Context: an optimization exercise on an open-source flow, tuned for small area and a short achievable clock period. The choices shown serve that exercise and are no tape-out recipe.
Only the layout flow was run in this run; the RTL was not checked for function there.
No driver is modelled on the clock port, so clocking that relies on it looks cheaper here than on a real chip.

==> design.v <==
module prng (
    input logic [31:0] seed,
    output logic [31:0] rand_num,
    input logic clk,
    input logic rst
);
    logic [31:0] state;
    wire [30:0] x = state[30:0];
    wire [30:0] xn = ~state[30:0];
    wire [30:0] nxt;
    wire s0; wire c0;
    assign s0 = 1'b1 ^ x[2] ^ xn[0];
    assign c0 = (1'b1 & x[2]) | (1'b1 & xn[0]) | (x[2] & xn[0]);
    wire s1; wire c1;
    assign s1 = 1'b1 ^ x[3] ^ xn[1];
    assign c1 = (1'b1 & x[3]) | (1'b1 & xn[1]) | (x[3] & xn[1]);
    wire s2; wire c2;
    fa u2 (.a(x[4]), .b(xn[2]), .c(xn[0]), .s(s2), .co(c2));
    wire s3; wire c3;
    fa u3 (.a(x[5]), .b(xn[3]), .c(xn[1]), .s(s3), .co(c3));
    wire s4; wire c4;
    assign s4 = 1'b0 ^ x[4] ^ x[2];
    assign c4 = (1'b0 & x[4]) | (1'b0 & x[2]) | (x[4] & x[2]);
    wire s5; wire c5;
    fa u5 (.a(x[6]), .b(c3), .c(~s4), .s(s5), .co(c5));
    wire s6; wire c6;
    fa u6 (.a(x[7]), .b(xn[5]), .c(xn[3]), .s(s6), .co(c6));
    wire s7; wire c7;
    fa u7 (.a(x[0]), .b(~c4), .c(s6), .s(s7), .co(c7));
    wire s8; wire c8;
    fa u8 (.a(x[8]), .b(xn[6]), .c(xn[4]), .s(s8), .co(c8));
    wire s9; wire c9;
    fa u9 (.a(x[1]), .b(c6), .c(s8), .s(s9), .co(c9));
    wire s10; wire c10;
    assign s10 = 1'b1 ^ x[9] ^ x[2];
    assign c10 = (1'b1 & x[9]) | (1'b1 & x[2]) | (x[9] & x[2]);
    wire s11; wire c11;
    fa u11 (.a(xn[7]), .b(xn[5]), .c(xn[0]), .s(s11), .co(c11));
    wire s12; wire c12;
    fa u12 (.a(c8), .b(s10), .c(s11), .s(s12), .co(c12));
    wire s13; wire c13;
    fa u13 (.a(xn[8]), .b(xn[6]), .c(xn[1]), .s(s13), .co(c13));
    wire s14; wire c14;
    fa u14 (.a(x[10]), .b(x[3]), .c(c10), .s(s14), .co(c14));
    wire s15; wire c15;
    fa u15 (.a(c11), .b(s13), .c(c12), .s(s15), .co(c15));
    wire s16; wire c16;
    fa u16 (.a(xn[9]), .b(xn[7]), .c(xn[2]), .s(s16), .co(c16));
    wire s17; wire c17;
    fa u17 (.a(x[11]), .b(x[4]), .c(c13), .s(s17), .co(c17));
    wire s18; wire c18;
    fa u18 (.a(s16), .b(c14), .c(s17), .s(s18), .co(c18));
    wire s19; wire c19;
    assign s19 = 1'b1 ^ x[12] ^ x[5];
    assign c19 = (1'b1 & x[12]) | (1'b1 & x[5]) | (x[12] & x[5]);
    wire s20; wire c20;
    fa u20 (.a(xn[10]), .b(xn[8]), .c(xn[3]), .s(s20), .co(c20));
    wire s21; wire c21;
    fa u21 (.a(x[0]), .b(c16), .c(s19), .s(s21), .co(c21));
    wire s22; wire c22;
    fa u22 (.a(s20), .b(c17), .c(s21), .s(s22), .co(c22));
    wire s23; wire c23;
    assign s23 = 1'b1 ^ x[13] ^ x[6];
    assign c23 = (1'b1 & x[13]) | (1'b1 & x[6]) | (x[13] & x[6]);
    wire s24; wire c24;
    fa u24 (.a(xn[11]), .b(xn[9]), .c(xn[4]), .s(s24), .co(c24));
    wire s25; wire c25;
    fa u25 (.a(x[1]), .b(c19), .c(c20), .s(s25), .co(c25));
    wire s26; wire c26;
    fa u26 (.a(s23), .b(s24), .c(c21), .s(s26), .co(c26));
    wire s27; wire c27;
    fa u27 (.a(s25), .b(c22), .c(s26), .s(s27), .co(c27));
    wire s28; wire c28;
    fa u28 (.a(xn[12]), .b(xn[10]), .c(xn[5]), .s(s28), .co(c28));
    wire s29; wire c29;
    fa u29 (.a(x[7]), .b(x[2]), .c(x[0]), .s(s29), .co(c29));
    wire s30; wire c30;
    fa u30 (.a(x[14]), .b(c23), .c(c24), .s(s30), .co(c30));
    wire s31; wire c31;
    fa u31 (.a(s28), .b(s29), .c(c25), .s(s31), .co(c31));
    wire s32; wire c32;
    fa u32 (.a(s30), .b(c26), .c(s31), .s(s32), .co(c32));
    wire s33; wire c33;
    fa u33 (.a(xn[13]), .b(xn[11]), .c(xn[6]), .s(s33), .co(c33));
    wire s34; wire c34;
    fa u34 (.a(x[8]), .b(x[3]), .c(x[1]), .s(s34), .co(c34));
    wire s35; wire c35;
    fa u35 (.a(x[15]), .b(c28), .c(c29), .s(s35), .co(c35));
    wire s36; wire c36;
    fa u36 (.a(s33), .b(s34), .c(c30), .s(s36), .co(c36));
    wire s37; wire c37;
    fa u37 (.a(s35), .b(c31), .c(s36), .s(s37), .co(c37));
    wire s38; wire c38;
    fa u38 (.a(x[9]), .b(x[4]), .c(x[2]), .s(s38), .co(c38));
    wire s39; wire c39;
    fa u39 (.a(xn[12]), .b(xn[7]), .c(xn[14]), .s(s39), .co(c39));
    wire s40; wire c40;
    fa u40 (.a(x[16]), .b(c33), .c(c34), .s(s40), .co(c40));
    wire s41; wire c41;
    fa u41 (.a(s38), .b(s39), .c(c35), .s(s41), .co(c41));
    wire s42; wire c42;
    fa u42 (.a(s40), .b(c36), .c(s41), .s(s42), .co(c42));
    wire s43; wire c43;
    assign s43 = 1'b0 ^ x[13] ^ x[8];
    assign c43 = (1'b0 & x[13]) | (1'b0 & x[8]) | (x[13] & x[8]);
    wire s44; wire c44;
    fa u44 (.a(x[10]), .b(x[5]), .c(x[3]), .s(s44), .co(c44));
    wire s45; wire c45;
    fa u45 (.a(xn[0]), .b(xn[15]), .c(x[17]), .s(s45), .co(c45));
    wire s46; wire c46;
    fa u46 (.a(c38), .b(c39), .c(~s43), .s(s46), .co(c46));
    wire s47; wire c47;
    fa u47 (.a(s44), .b(s45), .c(c40), .s(s47), .co(c47));
    wire s48; wire c48;
    fa u48 (.a(s46), .b(c41), .c(s47), .s(s48), .co(c48));
    wire s49; wire c49;
    fa u49 (.a(x[11]), .b(x[6]), .c(x[4]), .s(s49), .co(c49));
    wire s50; wire c50;
    fa u50 (.a(xn[9]), .b(xn[1]), .c(xn[14]), .s(s50), .co(c50));
    wire s51; wire c51;
    fa u51 (.a(xn[16]), .b(~c43), .c(c44), .s(s51), .co(c51));
    wire s52; wire c52;
    fa u52 (.a(x[18]), .b(s49), .c(s50), .s(s52), .co(c52));
    wire s53; wire c53;
    fa u53 (.a(c45), .b(c46), .c(s51), .s(s53), .co(c53));
    wire s54; wire c54;
    fa u54 (.a(s52), .b(c47), .c(s53), .s(s54), .co(c54));
    wire s55; wire c55;
    fa u55 (.a(x[12]), .b(x[7]), .c(x[5]), .s(s55), .co(c55));
    wire s56; wire c56;
    fa u56 (.a(xn[10]), .b(xn[2]), .c(x[0]), .s(s56), .co(c56));
    wire s57; wire c57;
    fa u57 (.a(xn[15]), .b(xn[17]), .c(x[19]), .s(s57), .co(c57));
    wire s58; wire c58;
    fa u58 (.a(c49), .b(c50), .c(s55), .s(s58), .co(c58));
    wire s59; wire c59;
    fa u59 (.a(s56), .b(c51), .c(s57), .s(s59), .co(c59));
    wire s60; wire c60;
    fa u60 (.a(c52), .b(s58), .c(c53), .s(s60), .co(c60));
    wire s61; wire c61;
    fa u61 (.a(s59), .b(c54), .c(s60), .s(s61), .co(c61));
    wire s62; wire c62;
    fa u62 (.a(x[13]), .b(x[8]), .c(x[6]), .s(s62), .co(c62));
    wire s63; wire c63;
    fa u63 (.a(xn[11]), .b(xn[3]), .c(x[1]), .s(s63), .co(c63));
    wire s64; wire c64;
    fa u64 (.a(xn[16]), .b(xn[18]), .c(c55), .s(s64), .co(c64));
    wire s65; wire c65;
    fa u65 (.a(c56), .b(x[20]), .c(s62), .s(s65), .co(c65));
    wire s66; wire c66;
    fa u66 (.a(s63), .b(c57), .c(c58), .s(s66), .co(c66));
    wire s67; wire c67;
    fa u67 (.a(s64), .b(s65), .c(c59), .s(s67), .co(c67));
    wire s68; wire c68;
    fa u68 (.a(s66), .b(c60), .c(s67), .s(s68), .co(c68));
    wire s69; wire c69;
    fa u69 (.a(x[9]), .b(x[7]), .c(x[2]), .s(s69), .co(c69));
    wire s70; wire c70;
    fa u70 (.a(xn[12]), .b(xn[4]), .c(x[14]), .s(s70), .co(c70));
    wire s71; wire c71;
    fa u71 (.a(xn[17]), .b(xn[19]), .c(c62), .s(s71), .co(c71));
    wire s72; wire c72;
    fa u72 (.a(c63), .b(s69), .c(x[21]), .s(s72), .co(c72));
    wire s73; wire c73;
    fa u73 (.a(s70), .b(c64), .c(c65), .s(s73), .co(c73));
    wire s74; wire c74;
    fa u74 (.a(s71), .b(s72), .c(c66), .s(s74), .co(c74));
    wire s75; wire c75;
    fa u75 (.a(s73), .b(c67), .c(s74), .s(s75), .co(c75));
    wire s76; wire c76;
    assign s76 = 1'b0 ^ x[13] ^ x[5];
    assign c76 = (1'b0 & x[13]) | (1'b0 & x[5]) | (x[13] & x[5]);
    wire s77; wire c77;
    fa u77 (.a(x[10]), .b(x[8]), .c(x[3]), .s(s77), .co(c77));
    wire s78; wire c78;
    fa u78 (.a(xn[0]), .b(x[15]), .c(xn[18]), .s(s78), .co(c78));
    wire s79; wire c79;
    fa u79 (.a(c69), .b(xn[20]), .c(c70), .s(s79), .co(c79));
    wire s80; wire c80;
    fa u80 (.a(~s76), .b(s77), .c(x[22]), .s(s80), .co(c80));
    wire s81; wire c81;
    fa u81 (.a(s78), .b(c71), .c(c72), .s(s81), .co(c81));
    wire s82; wire c82;
    fa u82 (.a(s79), .b(s80), .c(c73), .s(s82), .co(c82));
    wire s83; wire c83;
    fa u83 (.a(s81), .b(c74), .c(s82), .s(s83), .co(c83));
    wire s84; wire c84;
    fa u84 (.a(x[11]), .b(x[9]), .c(x[4]), .s(s84), .co(c84));
    wire s85; wire c85;
    fa u85 (.a(xn[6]), .b(xn[1]), .c(xn[14]), .s(s85), .co(c85));
    wire s86; wire c86;
    fa u86 (.a(x[16]), .b(~c76), .c(c77), .s(s86), .co(c86));
    wire s87; wire c87;
    fa u87 (.a(xn[19]), .b(s84), .c(xn[21]), .s(s87), .co(c87));
    wire s88; wire c88;
    fa u88 (.a(s85), .b(x[23]), .c(c78), .s(s88), .co(c88));
    wire s89; wire c89;
    fa u89 (.a(c79), .b(s86), .c(c80), .s(s89), .co(c89));
    wire s90; wire c90;
    fa u90 (.a(s87), .b(s88), .c(c81), .s(s90), .co(c90));
    wire s91; wire c91;
    fa u91 (.a(s89), .b(c82), .c(s90), .s(s91), .co(c91));
    wire s92; wire c92;
    fa u92 (.a(x[12]), .b(x[10]), .c(x[5]), .s(s92), .co(c92));
    wire s93; wire c93;
    fa u93 (.a(xn[7]), .b(xn[2]), .c(xn[15]), .s(s93), .co(c93));
    wire s94; wire c94;
    fa u94 (.a(x[17]), .b(c84), .c(xn[20]), .s(s94), .co(c94));
    wire s95; wire c95;
    fa u95 (.a(c85), .b(s92), .c(xn[22]), .s(s95), .co(c95));
    wire s96; wire c96;
    fa u96 (.a(s93), .b(x[24]), .c(c86), .s(s96), .co(c96));
    wire s97; wire c97;
    fa u97 (.a(c87), .b(s94), .c(s95), .s(s97), .co(c97));
    wire s98; wire c98;
    fa u98 (.a(c88), .b(s96), .c(c89), .s(s98), .co(c98));
    wire s99; wire c99;
    fa u99 (.a(s97), .b(c90), .c(s98), .s(s99), .co(c99));
    wire s100; wire c100;
    fa u100 (.a(x[13]), .b(x[11]), .c(x[6]), .s(s100), .co(c100));
    wire s101; wire c101;
    fa u101 (.a(xn[8]), .b(xn[3]), .c(x[0]), .s(s101), .co(c101));
    wire s102; wire c102;
    fa u102 (.a(xn[16]), .b(x[18]), .c(c92), .s(s102), .co(c102));
    wire s103; wire c103;
    fa u103 (.a(s100), .b(s101), .c(xn[21]), .s(s103), .co(c103));
    wire s104; wire c104;
    fa u104 (.a(c93), .b(xn[23]), .c(x[25]), .s(s104), .co(c104));
    wire s105; wire c105;
    fa u105 (.a(c94), .b(s102), .c(c95), .s(s105), .co(c105));
    wire s106; wire c106;
    fa u106 (.a(s103), .b(c96), .c(s104), .s(s106), .co(c106));
    wire s107; wire c107;
    fa u107 (.a(c97), .b(s105), .c(s106), .s(s107), .co(c107));
    wire s108; wire c108;
    fa u108 (.a(c98), .b(s107), .c(c99), .s(s108), .co(c108));
    wire s109; wire c109;
    fa u109 (.a(x[12]), .b(x[7]), .c(x[1]), .s(s109), .co(c109));
    wire s110; wire c110;
    fa u110 (.a(xn[9]), .b(xn[4]), .c(x[14]), .s(s110), .co(c110));
    wire s111; wire c111;
    fa u111 (.a(xn[17]), .b(c100), .c(c101), .s(s111), .co(c111));
    wire s112; wire c112;
    fa u112 (.a(x[19]), .b(s109), .c(s110), .s(s112), .co(c112));
    wire s113; wire c113;
    fa u113 (.a(xn[22]), .b(xn[24]), .c(x[26]), .s(s113), .co(c113));
    wire s114; wire c114;
    fa u114 (.a(c102), .b(s111), .c(c103), .s(s114), .co(c114));
    wire s115; wire c115;
    fa u115 (.a(s112), .b(c104), .c(s113), .s(s115), .co(c115));
    wire s116; wire c116;
    fa u116 (.a(c105), .b(s114), .c(c106), .s(s116), .co(c116));
    wire s117; wire c117;
    fa u117 (.a(s115), .b(c107), .c(s116), .s(s117), .co(c117));
    wire s118; wire c118;
    fa u118 (.a(x[13]), .b(x[8]), .c(x[2]), .s(s118), .co(c118));
    wire s119; wire c119;
    fa u119 (.a(xn[10]), .b(xn[5]), .c(x[15]), .s(s119), .co(c119));
    wire s120; wire c120;
    fa u120 (.a(xn[18]), .b(c109), .c(x[20]), .s(s120), .co(c120));
    wire s121; wire c121;
    fa u121 (.a(c110), .b(s118), .c(s119), .s(s121), .co(c121));
    wire s122; wire c122;
    fa u122 (.a(xn[23]), .b(xn[25]), .c(c111), .s(s122), .co(c122));
    wire s123; wire c123;
    fa u123 (.a(x[27]), .b(s120), .c(c112), .s(s123), .co(c123));
    wire s124; wire c124;
    fa u124 (.a(s121), .b(c113), .c(s122), .s(s124), .co(c124));
    wire s125; wire c125;
    fa u125 (.a(c114), .b(s123), .c(c115), .s(s125), .co(c125));
    wire s126; wire c126;
    fa u126 (.a(s124), .b(c116), .c(s125), .s(s126), .co(c126));
    wire s127; wire c127;
    fa u127 (.a(xn[11]), .b(x[9]), .c(xn[6]), .s(s127), .co(c127));
    wire s128; wire c128;
    fa u128 (.a(x[3]), .b(x[14]), .c(x[16]), .s(s128), .co(c128));
    wire s129; wire c129;
    fa u129 (.a(xn[19]), .b(c118), .c(s127), .s(s129), .co(c129));
    wire s130; wire c130;
    fa u130 (.a(x[21]), .b(c119), .c(s128), .s(s130), .co(c130));
    wire s131; wire c131;
    fa u131 (.a(xn[24]), .b(xn[26]), .c(c120), .s(s131), .co(c131));
    wire s132; wire c132;
    fa u132 (.a(x[28]), .b(s129), .c(c121), .s(s132), .co(c132));
    wire s133; wire c133;
    fa u133 (.a(s130), .b(c122), .c(s131), .s(s133), .co(c133));
    wire s134; wire c134;
    fa u134 (.a(c123), .b(s132), .c(c124), .s(s134), .co(c134));
    wire s135; wire c135;
    fa u135 (.a(s133), .b(c125), .c(s134), .s(s135), .co(c135));
    wire s136; wire c136;
    fa u136 (.a(xn[12]), .b(x[10]), .c(xn[7]), .s(s136), .co(c136));
    wire s137; wire c137;
    fa u137 (.a(x[4]), .b(x[15]), .c(x[17]), .s(s137), .co(c137));
    wire s138; wire c138;
    fa u138 (.a(c127), .b(xn[20]), .c(s136), .s(s138), .co(c138));
    wire s139; wire c139;
    fa u139 (.a(x[22]), .b(c128), .c(s137), .s(s139), .co(c139));
    wire s140; wire c140;
    fa u140 (.a(xn[25]), .b(xn[27]), .c(c129), .s(s140), .co(c140));
    wire s141; wire c141;
    fa u141 (.a(s138), .b(x[29]), .c(c130), .s(s141), .co(c141));
    wire s142; wire c142;
    fa u142 (.a(s139), .b(c131), .c(s140), .s(s142), .co(c142));
    wire s143; wire c143;
    fa u143 (.a(c132), .b(s141), .c(c133), .s(s143), .co(c143));
    wire s144; wire c144;
    fa u144 (.a(s142), .b(c134), .c(s143), .s(s144), .co(c144));
    wire s145;
    assign s145 = x[11] ^ x[5] ^ x[0];
    wire s146;
    assign s146 = xn[13] ^ xn[8] ^ x[16];
    wire s147;
    assign s147 = x[18] ^ c136 ^ s145;
    wire s148;
    assign s148 = xn[21] ^ x[23] ^ c137;
    wire s149;
    assign s149 = s146 ^ xn[26] ^ c138;
    wire s150;
    assign s150 = xn[28] ^ s147 ^ x[30];
    wire s151;
    assign s151 = c139 ^ s148 ^ c140;
    wire s152;
    assign s152 = s149 ^ c141 ^ s150;
    wire s153;
    assign s153 = c142 ^ s151 ^ s152;
    wire s154;
    assign s154 = c143 ^ s153 ^ c144;
    wire [30:0] ra, rb;
    assign ra[0] = x[0];
    assign rb[0] = 1'b1;
    assign ra[1] = x[1];
    assign rb[1] = 1'b0;
    assign ra[2] = s0;
    assign rb[2] = 1'b0;
    assign ra[3] = c0;
    assign rb[3] = s1;
    assign ra[4] = c1;
    assign rb[4] = s2;
    assign ra[5] = c2;
    assign rb[5] = s3;
    assign ra[6] = s5;
    assign rb[6] = 1'b0;
    assign ra[7] = c5;
    assign rb[7] = s7;
    assign ra[8] = c7;
    assign rb[8] = s9;
    assign ra[9] = c9;
    assign rb[9] = s12;
    assign ra[10] = s14;
    assign rb[10] = s15;
    assign ra[11] = c15;
    assign rb[11] = s18;
    assign ra[12] = c18;
    assign rb[12] = s22;
    assign ra[13] = s27;
    assign rb[13] = 1'b0;
    assign ra[14] = c27;
    assign rb[14] = s32;
    assign ra[15] = c32;
    assign rb[15] = s37;
    assign ra[16] = c37;
    assign rb[16] = s42;
    assign ra[17] = c42;
    assign rb[17] = s48;
    assign ra[18] = c48;
    assign rb[18] = s54;
    assign ra[19] = s61;
    assign rb[19] = 1'b0;
    assign ra[20] = c61;
    assign rb[20] = s68;
    assign ra[21] = c68;
    assign rb[21] = s75;
    assign ra[22] = c75;
    assign rb[22] = s83;
    assign ra[23] = c83;
    assign rb[23] = s91;
    assign ra[24] = c91;
    assign rb[24] = s99;
    assign ra[25] = s108;
    assign rb[25] = 1'b0;
    assign ra[26] = c108;
    assign rb[26] = s117;
    assign ra[27] = c117;
    assign rb[27] = s126;
    assign ra[28] = c126;
    assign rb[28] = s135;
    assign ra[29] = c135;
    assign rb[29] = s144;
    assign ra[30] = s154;
    assign rb[30] = 1'b0;
    wire [30:0] g0 = ra & rb;
    wire [30:0] p0 = ra ^ rb;
    wire gg1 = g0[1] | (p0[1] & g0[0]);
    wire gg2 = g0[2] | (p0[2] & gg1);
    wire gg3 = g0[3] | (p0[3] & g0[2]);
    wire pp3 = p0[3] & p0[2];
    wire gg4 = gg3 | (pp3 & gg1);
    wire gg5 = g0[4] | (p0[4] & g0[3]);
    wire pp5 = p0[4] & p0[3];
    wire gg6 = gg5 | (pp5 & gg2);
    wire gg7 = g0[5] | (p0[5] & g0[4]);
    wire pp7 = p0[5] & p0[4];
    wire gg8 = gg7 | (pp7 & g0[3]);
    wire pp8 = pp7 & p0[3];
    wire gg9 = gg8 | (pp8 & gg2);
    wire gg10 = g0[6] | (p0[6] & gg9);
    wire gg11 = g0[7] | (p0[7] & g0[6]);
    wire pp11 = p0[7] & p0[6];
    wire gg12 = gg11 | (pp11 & gg9);
    wire gg13 = g0[8] | (p0[8] & g0[7]);
    wire pp13 = p0[8] & p0[7];
    wire gg14 = gg13 | (pp13 & gg10);
    wire gg15 = g0[9] | (p0[9] & g0[8]);
    wire pp15 = p0[9] & p0[8];
    wire gg16 = gg15 | (pp15 & gg11);
    wire pp16 = pp15 & pp11;
    wire gg17 = gg16 | (pp16 & gg9);
    wire gg18 = g0[10] | (p0[10] & gg15);
    wire pp18 = p0[10] & pp15;
    wire gg19 = gg18 | (pp18 & gg12);
    wire gg20 = g0[11] | (p0[11] & g0[10]);
    wire pp20 = p0[11] & p0[10];
    wire gg21 = gg20 | (pp20 & gg17);
    wire gg22 = g0[12] | (p0[12] & gg20);
    wire pp22 = p0[12] & pp20;
    wire gg23 = gg22 | (pp22 & gg17);
    wire gg24 = g0[13] | (p0[13] & gg23);
    wire gg25 = g0[14] | (p0[14] & g0[13]);
    wire pp25 = p0[14] & p0[13];
    wire gg26 = gg25 | (pp25 & gg23);
    wire gg27 = g0[15] | (p0[15] & g0[14]);
    wire pp27 = p0[15] & p0[14];
    wire gg28 = gg27 | (pp27 & g0[13]);
    wire pp28 = pp27 & p0[13];
    wire gg29 = gg28 | (pp28 & gg23);
    wire gg30 = g0[16] | (p0[16] & g0[15]);
    wire pp30 = p0[16] & p0[15];
    wire gg31 = gg30 | (pp30 & g0[14]);
    wire pp31 = pp30 & p0[14];
    wire gg32 = gg31 | (pp31 & gg24);
    wire gg33 = g0[17] | (p0[17] & g0[16]);
    wire pp33 = p0[17] & p0[16];
    wire gg34 = gg33 | (pp33 & gg27);
    wire pp34 = pp33 & pp27;
    wire gg35 = gg34 | (pp34 & gg24);
    wire gg36 = g0[18] | (p0[18] & g0[17]);
    wire pp36 = p0[18] & p0[17];
    wire gg37 = gg36 | (pp36 & gg30);
    wire pp37 = pp36 & pp30;
    wire gg38 = gg37 | (pp37 & gg26);
    wire gg39 = g0[18] | (p0[18] & gg33);
    wire pp39 = p0[18] & pp33;
    wire gg40 = g0[19] | (p0[19] & gg39);
    wire pp40 = p0[19] & pp39;
    wire gg41 = gg40 | (pp40 & gg29);
    wire gg42 = g0[20] | (p0[20] & g0[19]);
    wire pp42 = p0[20] & p0[19];
    wire gg43 = gg42 | (pp42 & gg38);
    wire gg44 = g0[21] | (p0[21] & g0[20]);
    wire pp44 = p0[21] & p0[20];
    wire gg45 = gg44 | (pp44 & gg40);
    wire pp45 = pp44 & pp40;
    wire gg46 = gg45 | (pp45 & gg29);
    wire gg47 = g0[22] | (p0[22] & g0[21]);
    wire pp47 = p0[22] & p0[21];
    wire gg48 = gg47 | (pp47 & gg42);
    wire pp48 = pp47 & pp42;
    wire gg49 = gg48 | (pp48 & gg38);
    wire gg50 = g0[23] | (p0[23] & g0[22]);
    wire pp50 = p0[23] & p0[22];
    wire gg51 = gg50 | (pp50 & gg44);
    wire pp51 = pp50 & pp44;
    wire gg52 = gg51 | (pp51 & gg41);
    wire gg53 = g0[24] | (p0[24] & g0[23]);
    wire pp53 = p0[24] & p0[23];
    wire gg54 = gg53 | (pp53 & gg47);
    wire pp54 = pp53 & pp47;
    wire gg55 = gg54 | (pp54 & gg43);
    wire gg56 = g0[24] | (p0[24] & gg50);
    wire pp56 = p0[24] & pp50;
    wire gg57 = g0[25] | (p0[25] & gg56);
    wire pp57 = p0[25] & pp56;
    wire gg58 = gg57 | (pp57 & gg46);
    wire gg59 = g0[26] | (p0[26] & g0[25]);
    wire pp59 = p0[26] & p0[25];
    wire gg60 = gg59 | (pp59 & gg55);
    wire gg61 = g0[27] | (p0[27] & g0[26]);
    wire pp61 = p0[27] & p0[26];
    wire gg62 = gg61 | (pp61 & g0[25]);
    wire pp62 = pp61 & p0[25];
    wire gg63 = gg62 | (pp62 & gg55);
    wire gg64 = g0[28] | (p0[28] & g0[27]);
    wire pp64 = p0[28] & p0[27];
    wire gg65 = gg64 | (pp64 & gg59);
    wire pp65 = pp64 & pp59;
    wire gg66 = gg65 | (pp65 & gg55);
    wire gg67 = g0[29] | (p0[29] & g0[28]);
    wire pp67 = p0[29] & p0[28];
    wire gg68 = gg67 | (pp67 & gg61);
    wire pp68 = pp67 & pp61;
    wire gg69 = gg68 | (pp68 & gg58);
    wire gg70 = g0[29] | (p0[29] & gg64);
    wire pp70 = p0[29] & pp64;
    wire gg71 = g0[30] | (p0[30] & gg70);
    wire pp71 = p0[30] & pp70;
    wire gg72 = gg71 | (pp71 & gg60);
    assign nxt[0] = p0[0];
    assign nxt[1] = p0[1] ^ g0[0];
    assign nxt[2] = p0[2] ^ gg1;
    assign nxt[3] = p0[3] ^ gg2;
    assign nxt[4] = p0[4] ^ gg4;
    assign nxt[5] = p0[5] ^ gg6;
    assign nxt[6] = p0[6] ^ gg9;
    assign nxt[7] = p0[7] ^ gg10;
    assign nxt[8] = p0[8] ^ gg12;
    assign nxt[9] = p0[9] ^ gg14;
    assign nxt[10] = p0[10] ^ gg17;
    assign nxt[11] = p0[11] ^ gg19;
    assign nxt[12] = p0[12] ^ gg21;
    assign nxt[13] = p0[13] ^ gg23;
    assign nxt[14] = p0[14] ^ gg24;
    assign nxt[15] = p0[15] ^ gg26;
    assign nxt[16] = p0[16] ^ gg29;
    assign nxt[17] = p0[17] ^ gg32;
    assign nxt[18] = p0[18] ^ gg35;
    assign nxt[19] = p0[19] ^ gg38;
    assign nxt[20] = p0[20] ^ gg41;
    assign nxt[21] = p0[21] ^ gg43;
    assign nxt[22] = p0[22] ^ gg46;
    assign nxt[23] = p0[23] ^ gg49;
    assign nxt[24] = p0[24] ^ gg52;
    assign nxt[25] = p0[25] ^ gg55;
    assign nxt[26] = p0[26] ^ gg58;
    assign nxt[27] = p0[27] ^ gg60;
    assign nxt[28] = p0[28] ^ gg63;
    assign nxt[29] = p0[29] ^ gg66;
    assign nxt[30] = p0[30] ^ gg69;
    always_ff @(posedge clk) begin
        if (rst) begin
            state <= seed;
        end else begin
            state <= {1'b0, nxt};
        end
        rand_num <= state;
    end
endmodule
module fa (
    input  logic a,
    input  logic b,
    input  logic c,
    output logic s,
    output logic co
);
    assign s = a ^ b ^ c;
    assign co = (a & b) | (a & c) | (b & c);
endmodule
==> flow/run.sh <==
#!/bin/bash
# Standard layout with two changes: the smallest buffer on each port, and
# useful clock skew between registers after clock tree synthesis (skew.tcl).
# Clock tree synthesis adds no dummy loads.
export BUFFER_PORTS_ARGS="-buffer_cell sky130_fd_sc_hd__buf_1"
export POST_CTS_TCL="$PWD/flow/skew.tcl"
export SKIP_CTS_REPAIR_TIMING=1
# clock tree: no dummy loads for balancing (the skew step sets the arrivals)
export CTS_ARGS="-sink_clustering_enable -repair_clock_nets -dont_use_dummy_load -buf_list {sky130_fd_sc_hd__clkbuf_4 sky130_fd_sc_hd__clkbuf_8}"
bash standard.sh > standard.log 2>&1
==> flow/skew.py <==
#!/usr/bin/env python3
"""Plan a later clock arrival for registers (useful skew).

usage: skew.py PATHS PERIOD

PATHS holds lines "kind from to slack" as skew.tcl writes them. A delay D[r]
(>= 0) on register r's clock changes a register-to-register path s->e by
D[s] - D[e]. The plan finds the smallest period T such that:
  setup   (PERIOD - slack) + D[s] - D[e] <= T      for register pairs
  hold    slack + D[s] - D[e] >= HOLD_MARGIN
  output  (PERIOD - slack) + D[s] <= T            (the skew may only hurt)
  input   (PERIOD - slack) <= T                   (no gain from the skew)
  D[r] <= DMAX
and prints, for each register that needs a delay, a chain of delay cells.
"""
import sys

DMAX = 1.5
HOLD_MARGIN = 0.0
LEVEL_COST = 0.15
# cells and the delay each adds in front of one register's clock pin (ns)
CELLS = [
    ('sky130_fd_sc_hd__clkbuf_1', 0.09, 3.75),
    ('sky130_fd_sc_hd__dlygate4sd1_1', 0.20, 8.76),
    ('sky130_fd_sc_hd__clkdlybuf4s50_1', 0.46, 10.01),
]

path_file, period = sys.argv[1], float(sys.argv[2])
setup, hold, outp, inp, inhold = {}, {}, {}, {}, {}
regs = set()
for line in open(path_file):
    f = line.split()
    if len(f) != 4:
        continue
    kind, s, e, sl = f[0], f[1], f[2], float(f[3])
    if kind == 'max':
        setup[(s, e)] = min(setup.get((s, e), 1e9), sl)
        regs.update((s, e))
    elif kind == 'min':
        hold[(s, e)] = min(hold.get((s, e), 1e9), sl)
        regs.update((s, e))
    elif kind == 'outmax':
        outp[s] = min(outp.get(s, 1e9), sl)
        regs.add(s)
    elif kind == 'inmax':
        inp[e] = min(inp.get(e, 1e9), sl)
        regs.add(e)
    elif kind == 'inmin':
        inhold[e] = min(inhold.get(e, 1e9), sl)
        regs.add(e)
regs = sorted(regs)
idx = {r: i + 1 for i, r in enumerate(regs)}


def solve(T):
    # difference constraints x[b] >= x[a] + w as edges (a, b, w); longest path
    edges = []
    for r in regs:
        ub = DMAX
        if r in inhold:
            ub = min(ub, max(0.0, inhold[r] - HOLD_MARGIN))
        if r in outp:
            ub = min(ub, T - (period - outp[r]))
        if ub < 0:
            return None
        edges.append((0, idx[r], 0.0))
        edges.append((idx[r], 0, -ub))
    for (s, e), sl in setup.items():
        d = period - sl
        if s == e:
            if d > T:
                return None
            continue
        edges.append((idx[s], idx[e], d - T))
    for (s, e), sl in hold.items():
        if s == e:
            continue
        # D[e] - D[s] <= sl - margin
        edges.append((idx[e], idx[s], -max(0.0, sl - HOLD_MARGIN)))
    for e, sl in inp.items():
        if period - sl > T:
            return None
    n = len(regs) + 1
    x = [0.0] + [-1e18] * (n - 1)
    for it in range(n + 1):
        changed = False
        for a, b, w in edges:
            if x[a] > -1e17 and x[a] + w > x[b] + 1e-9:
                x[b] = x[a] + w
                changed = True
        if not changed:
            return {r: x[idx[r]] for r in regs}
        if x[0] > 1e-9:
            return None
    return None


t0 = max([period - sl for sl in setup.values()] + [period - sl for sl in inp.values()]
         + [period - sl for sl in outp.values()])
lo, hi = 0.0, t0
if solve(hi) is None:
    print(f'# no skew plan (T0 {t0:.3f})')
    sys.exit(0)
for _ in range(40):
    m = (lo + hi) / 2
    if solve(m) is None:
        lo = m
    else:
        hi = m
T = hi
D = solve(T)
print(f'# period without skew {t0:.3f}, with skew {T:.3f}')


CELL_D = {c[0]: c[1] for c in CELLS}


def chain(delta):
    # fewest-area chain of cells whose delay is closest to delta
    best = None
    for a in range(0, 4):
        for b in range(0, 4):
            for c in range(0, 4):
                if a + b + c == 0 or a + b + c > 4:
                    continue
                n = (a, b, c)
                d = sum(k * cell[1] for k, cell in zip(n, CELLS))
                area = sum(k * cell[2] for k, cell in zip(n, CELLS))
                cost = abs(d - delta) + 0.004 * area
                if best is None or cost < best[0]:
                    best = (cost, n)
    out = []
    for k, cell in zip(best[1], CELLS):
        out += [cell[0]] * k
    return out


# Shared delays: the registers are put on a few levels; level k is reached
# through a cascade of delay stages, each stage driving the registers of its
# level and the next stage.
need = sorted((D[r], r) for r in regs if D[r] >= 0.06)
if not need:
    sys.exit(0)
vals = [v for v, _ in need]


def levels_for(k):
    # 1-D k-means on the wanted delays
    cent = [vals[int((i + 0.5) * len(vals) / k)] for i in range(k)]
    for _ in range(50):
        groups = [[] for _ in cent]
        for v in vals:
            groups[min(range(k), key=lambda i: abs(v - cent[i]))].append(v)
        cent = [sum(g) / len(g) if g else c for g, c in zip(groups, cent)]
    err = sum(min(abs(v - c) for c in cent) for v in vals)
    return sorted(cent), err


best = None
for k in range(1, 7):
    cent, err = levels_for(k)
    cost = err + LEVEL_COST * k
    if best is None or cost < best[0]:
        best = (cost, cent)
cent = best[1]
prev = 0.0
real = 0.0
lev_of = {r: min(range(len(cent)), key=lambda i: abs(v - cent[i])) + 1 for v, r in need}
for k, c in enumerate(cent, 1):
    # each stage ends in a stronger buffer that drives its registers and the
    # next stage
    nload = sum(1 for r in lev_of if lev_of[r] == k) + (1 if k < len(cent) else 0)
    driver = ('sky130_fd_sc_hd__clkbuf_8', 0.12) if nload > 3 else ('sky130_fd_sc_hd__clkbuf_4', 0.12)
    rest = c - real - driver[1]
    cells = chain(rest) if rest > 0.05 else []
    cells.append(driver[0])
    real += sum(CELL_D.get(x, driver[1]) for x in cells)
    print('stage', k, f'{c:.3f}', ' '.join(cells))
for v, r in need:
    print('level', r, lev_of[r], f'{v:.3f}')
==> flow/skew.tcl <==
# Useful clock skew between registers, run after clock tree synthesis
# (POST_CTS_TCL). It measures the worst setup and hold slack of every
# register-to-register path, and the worst slack of every path from an input
# and to an output, then asks skew.py for a later clock arrival for each
# register that shortens the period set by the register-to-register paths.
# Paths from the inputs and to the outputs get no gain from it: an input path
# must meet that period without the skew, and an output path must meet it with
# the skew. The delays are made by clock buffers put in front of the
# registers' clock pins.

set skew_dir [file dirname [file normalize [info script]]]
set work_dir [file dirname $skew_dir]
set_propagated_clock [all_clocks]
estimate_parasitics -placement

set regs [all_registers -cells]
set clkpin [dict create]
set dpin [dict create]
set cellof [dict create]
foreach r $regs {
  set n [get_full_name $r]
  dict set cellof $n $r
  foreach p [get_pins -of_objects $r] {
    set pn [get_property $p lib_pin_name]
    if { $pn == "CLK" } { dict set clkpin $n $p }
    if { $pn == "D" } { dict set dpin $n $p }
  }
}

set f [open $work_dir/skew_paths.txt w]
foreach r $regs {
  set n [get_full_name $r]
  set cp [dict get $clkpin $n]
  foreach {kind pd} {max max min min} {
    set paths [find_timing_paths -from $cp -path_delay $pd \
      -group_path_count 10000 -endpoint_path_count 1 -unique_paths_to_endpoint]
    foreach p $paths {
      set ep [get_property $p endpoint]
      set epn [get_full_name $ep]
      if { [get_property $ep direction] == "output" } {
        puts $f "out$kind $n - [get_property $p slack]"
      } else {
        set einst [get_full_name [get_cells -of_objects $ep]]
        puts $f "$kind $n $einst [get_property $p slack]"
      }
    }
  }
  set dp [dict get $dpin $n]
  foreach {kind pd} {inmax max inmin min} {
    set paths [find_timing_paths -from [all_inputs] -to $dp -path_delay $pd]
    foreach p $paths {
      puts $f "$kind - $n [get_property $p slack]"
    }
  }
}
close $f

set period [get_property [lindex [all_clocks] 0] period]
exec python3 $skew_dir/skew.py $work_dir/skew_paths.txt $period > $work_dir/skew_plan.txt
puts "skew plan:"
puts [exec cat $work_dir/skew_plan.txt]

set block [ord::get_db_block]
set stages {}
set level [dict create]
foreach line [split [exec cat $work_dir/skew_plan.txt] "\n"] {
  if { [lindex $line 0] == "stage" } { lappend stages [lrange $line 3 end] }
  if { [lindex $line 0] == "level" } { dict set level [lindex $line 1] [lindex $line 2] }
}
set nbuf 0
set drv_net ""
set k 0
foreach cells $stages {
  incr k
  set pins {}
  set sx 0
  set sy 0
  set np 0
  dict for {n lv} $level {
    if { $lv >= $k } {
      lappend pins [dict get $clkpin $n]
      set loc [[sta::sta_to_db_inst [dict get $cellof $n]] getLocation]
      set sx [expr { $sx + [lindex $loc 0] }]
      set sy [expr { $sy + [lindex $loc 1] }]
      incr np
    }
  }
  if { $np == 0 } { break }
  set xy [list [ord::dbu_to_microns [expr { $sx / $np }]] [ord::dbu_to_microns [expr { $sy / $np }]]]
  foreach cell $cells {
    if { $drv_net == "" } {
      set net [get_nets -of_objects [lindex $pins end]]
      insert_buffer -buffer_cell $cell -net $net -load_pins $pins -load_pins_on_diff_nets \
        -location $xy -buffer_name skewbuf_$nbuf -net_name skewnet_$nbuf
    } else {
      insert_buffer -buffer_cell $cell -net $drv_net -load_pins $pins \
        -location $xy -buffer_name skewbuf_$nbuf -net_name skewnet_$nbuf
    }
    set drv_net [get_nets skewnet_$nbuf]
    set bnet [$block findNet skewnet_$nbuf]
    if { $bnet ne "NULL" && $bnet ne "" } { $bnet setSigType CLOCK }
    incr nbuf
  }
}
puts "skew buffers inserted: $nbuf"

detailed_placement
check_placement -verbose
estimate_parasitics -placement
report_worst_slack -max
report_worst_slack -min
==> standard.sh <==
#!/bin/bash
# synth_recipe.tcl (not shown) runs the flow's synth.tcl, then flattens the netlist and writes it again
# the make line also repeats each setting of config.mk as NAME=value (left out here)
make -C /OpenROAD-flow-scripts/flow DESIGN_CONFIG=/design/flow/config.mk WORK_HOME=/design/flow/orfs CLKGATE_MAP_FILE= SYNTH_SCRIPT=/design/flow/synth_recipe.tcl "${@:-finish}"
==> config.mk <==
export PLATFORM = sky130hd
export DESIGN_NAME = prng
export DESIGN_NICKNAME = prng
export VERILOG_FILES = /design/flow/design.v
export SDC_FILE = /design/flow/constraint.sdc
export NUM_CORES = 4
export LEC_CHECK = 0
export CAP_MARGIN = 20
export CORE_MARGIN = 2
export CORE_UTILIZATION = 50
export CTS_BUF_LIST = sky130_fd_sc_hd__clkbuf_4 sky130_fd_sc_hd__clkbuf_8
export HOLD_SLACK_MARGIN = 0.1
export SETUP_SLACK_MARGIN = 3.3
export SLEW_MARGIN = 20
export SYNTH_HIERARCHICAL = 1
==> constraint.sdc <==
create_clock -name core_clock -period 7.0 [get_ports {clk}]
set_input_delay 1.4000 -clock core_clock [delete_from_list [all_inputs] [get_ports {clk}]]
set_output_delay 1.4000 -clock core_clock [all_outputs]
set_load 0.01 [all_outputs]
==> results.cfg <==
[floorplanning]
die_width_um = 112
start_util = 0.512
num_rows = 39
pin_count = 66
die_area_um2 = 12600
coreArea_um2 = 11500
die_h_um = 112

[hold_path]
min_path_type = reg -> reg
hold_start = state[10]

[sta]
fin_crit_sh = 0.531
setup_viol = 0
finalHoldViolCount = 0
worst_slew_pin_slew_ps = 660
min_period_ps = 3710
rsz0062_at_grt = true
max_freq_ghz = 0.269
fin_skew_ps = 1440
setup_ws_ps = 3290
slew_violations = 0
relSlewSlack = 0.556
setup_tns_ps = 0

[setup_path]
worst-path-buf-inv = 2
cp-start-kind = flop
worstPathMaxFanout = 5
cp-end-kind = flop
critPathTopFamily = adder cells
worst_ep_arrival_time_ps = 4100
worstSetupStartpoint = state[7]
critical_path_class = reg -> reg
cpPeakStageDelay_ps = 600
cp_slowest_cell = fa_1
rr_startpoint = state[7]
required_ps = 7380
crit_path_cell_trace = inv_8 -> fa_1 -> fa_2 -> fa_1 -> ha_4 -> o21ai_2 -> nor2_2 -> a41o_1 -> a21oi_2 -> inv_2 -> ha_4 -> nand3_2 -> nand2_1 -> a21oi_2 -> nor2b_1 -> nor2_1 -> xor2_1 -> o21ai_1

[synthesis]
ys_warn_count = 7
yosysSeqAreaShare = 0.218
synth_edf_count = 0
synthTopCellsByArea = fa_1 (47%), dfxtp_1 (22%), ha_1 (7.5%), xnor2_1 (3.6%), inv_1 (2.9%)
synthCells = 474
avgSynthCellArea_um2 = 12.4
synthArstFlopShare = 0
syn_area_um2 = 5880
synthFlopType = dfxtp_1
synth_fp_nets = 680
synth_cell_type_count = 45
synth_top_area_cell = fa_1
ys_ff_latch = 64
synth_top_area_frac = 0.467

[detailed_routing]
drc = 0
vias_per_cell = 5.38
drt-total-wl_um = 15800
ant_nets = 0
dr.pass1.iters = 4
drt-initial-drc-count = 217
via_count = 4080
routedWlPerCell_um = 20.8

[clocking]
cts_tree = yes
path_clk_slew_ps = 70
clkSinkCount = 64
insertion_delay_ps = 1790

[final_layout]
fin_nets = 823
diodes = 0
instances_no_fill = 758
areaGrowthSynthToFinish_pct = 26.3
drive_above_1_share = 0.283

[placement]
routabilityCongestion = 1.01
dp.cells = 677
io_buffers = 65
dp_slack_ps = 2040
place_hpwl_um = 11800

[outcome]
status = finished clean

[global_route]
grt_pass1_vias = 4315
antenna_found_initial = 0
grt_pass1_wl_um = 23800
grt_usage = 0.262
gr-total-overflow = 0
grt_max_degree = 62

[flow_run]
maxCapViolations = 0
[layer usage]
metal  wire (µm)  GRT usage  vias up
met5          34     0.0235        -
met3        1090     0.0729       26
met2        7430      0.390      158
met4         435     0.0919        2
met1        6810      0.374     2056
li1            -          -     1838
[cell families (layout without fill, tap and decap cells)]
logic type,Yosys count,count (layout),share of synthesized area
AND/OR/NAND/NOR,70,70,0.0566
AO/OA/AOI/OAI,73,73,0.0796
XOR/XNOR,38,38,0.0603
multiplexers,5,5,0.00958
buffers and inverters,52,193,0.0345
flip-flops,64,64,0.218
adder cells (fa/ha/maj),172,172,0.541
[cell type report, without the clock buffers]
type                            count  area (µm²)
Multi-Input combinational cell    358        4740
Fill cell                         890        4050
Sequential cell                    64        1350
Timing Repair Buffer              127         726
Inverter                           46         205
Tap cell                          143         179
[through the flow]
stage,hold slack [ps],utilization,area (µm²)
2_1_floorplan,310,-,6070
3_3_place_gp,310,0.564,6470
3_5_place_dp,313,0.564,6470
5_1_grt,177,0.647,7420
6_report,221,0.647,7420
[cells in the mapped netlist, types with 4 or more instances]
master / number
xnor2_1: 24
fa_1: 137
dfxtp_1: 64
nor2_1: 7
mux2_2: 5
ha_1: 35
o21ai_0: 31
nor3_1: 4
a21oi_1: 13
clkbuf_1: 4
inv_1: 46
xor2_1: 12
nand3_1: 6
a211oi_1: 4
and2_1: 5
nand2_1: 32
[path summary, 6_finish.rpt]
check / end / slack (ps) / depth (start not counted)
worst min-delay path: state[30] / 220 / 7
worst min register to register: state[30] / 220 / 7
worst max-delay path: state[18] / 3290 / 18
worst max register to register: state[18] / 3290 / 18
[per-module statistics from Yosys, one instance, submodules excluded]
| module | times used | flip-flops and latches | area, µm² | cells |
|---|---|---|---|---|
| prng | 1 | 64 | 3130 | 337 |
| fa | 137 | 0 | 20.0 | 1 |
[state kept, by name, summed over array words and instances (netlist names)]
register / flops
state: 32
rand_num: 32
[layout by cell type (no fill, tap or decap), types with 3 or more instances in the layout]
cell type,Yosys,layout
fa_1,137,118
buf_1,0,64
buf_4,2,54
dfxtp_1,64,41
inv_1,46,31
nand2_1,32,30
xnor2_1,24,24
o21ai_0,31,23
ha_1,35,21
fa_2,0,19
dfxtp_4,0,16
ha_4,0,14
clkbuf_8,0,13
xor2_1,12,12
a21oi_2,0,8
inv_2,0,7
dlygate4sd3_1,0,7
dfxtp_2,0,7
nor2_1,7,6
o21ai_1,0,6
a21oi_1,13,5
mux2_2,5,5
inv_4,0,5
a211oi_1,4,4
and2_1,5,4
nand3_1,6,4
nor3_1,4,4
clkbuf_1,4,4
nand4_1,3,3
nand2b_1,3,3
a21o_1,3,3
a211o_1,3,3
[worst register-to-register path, cell delays in order, from the launching register on]
cell and delay (ps):
dfxtp_4 430, inv_8 60, fa_1 480, fa_2 380
fa_1 600, ha_4 230, o21ai_2 60, nor2_2 60
a41o_1 270, a21oi_2 200, inv_2 80, ha_4 170
nand3_2 60, nand2_1 60, a21oi_2 170, nor2b_1 60
nor2_1 140, xor2_1 160, o21ai_1 70

[separate check: timing with driven ports]
How much do the figures lean on ideal ports? The routed layout below was timed once more, with nothing changed but the port constraints.
Step 1: set_driving_cell puts a clkbuf_16 on clk and a buf_2 on each other input, an assumption about the parent block.
Step 2, shift: input delay + t, output delay - t, t = (earliest + latest rising clock arrival at the registers) / 2. This alone moves slack from input paths to output paths.
a / b / c = ideal / step 1 / step 2; a / b = the first two.
t (ns): 1.101
setup WS [ns]: 3.286 / 3.286 / 3.286
hold WS [ns]: 0.221 / 0.212 / 0.221
worst setup path at the end: register to register
latest minus earliest clock arrival (ns): 1.444 / 1.443
worst data-port slew with drivers (ns): 0.04
Clock arrivals are far apart in this run, so t is only a midpoint there and step 2 fits no single register. For this run, drivers alone change the setup slack by 0.000 ns; drivers and shift together by 0.000 ns.
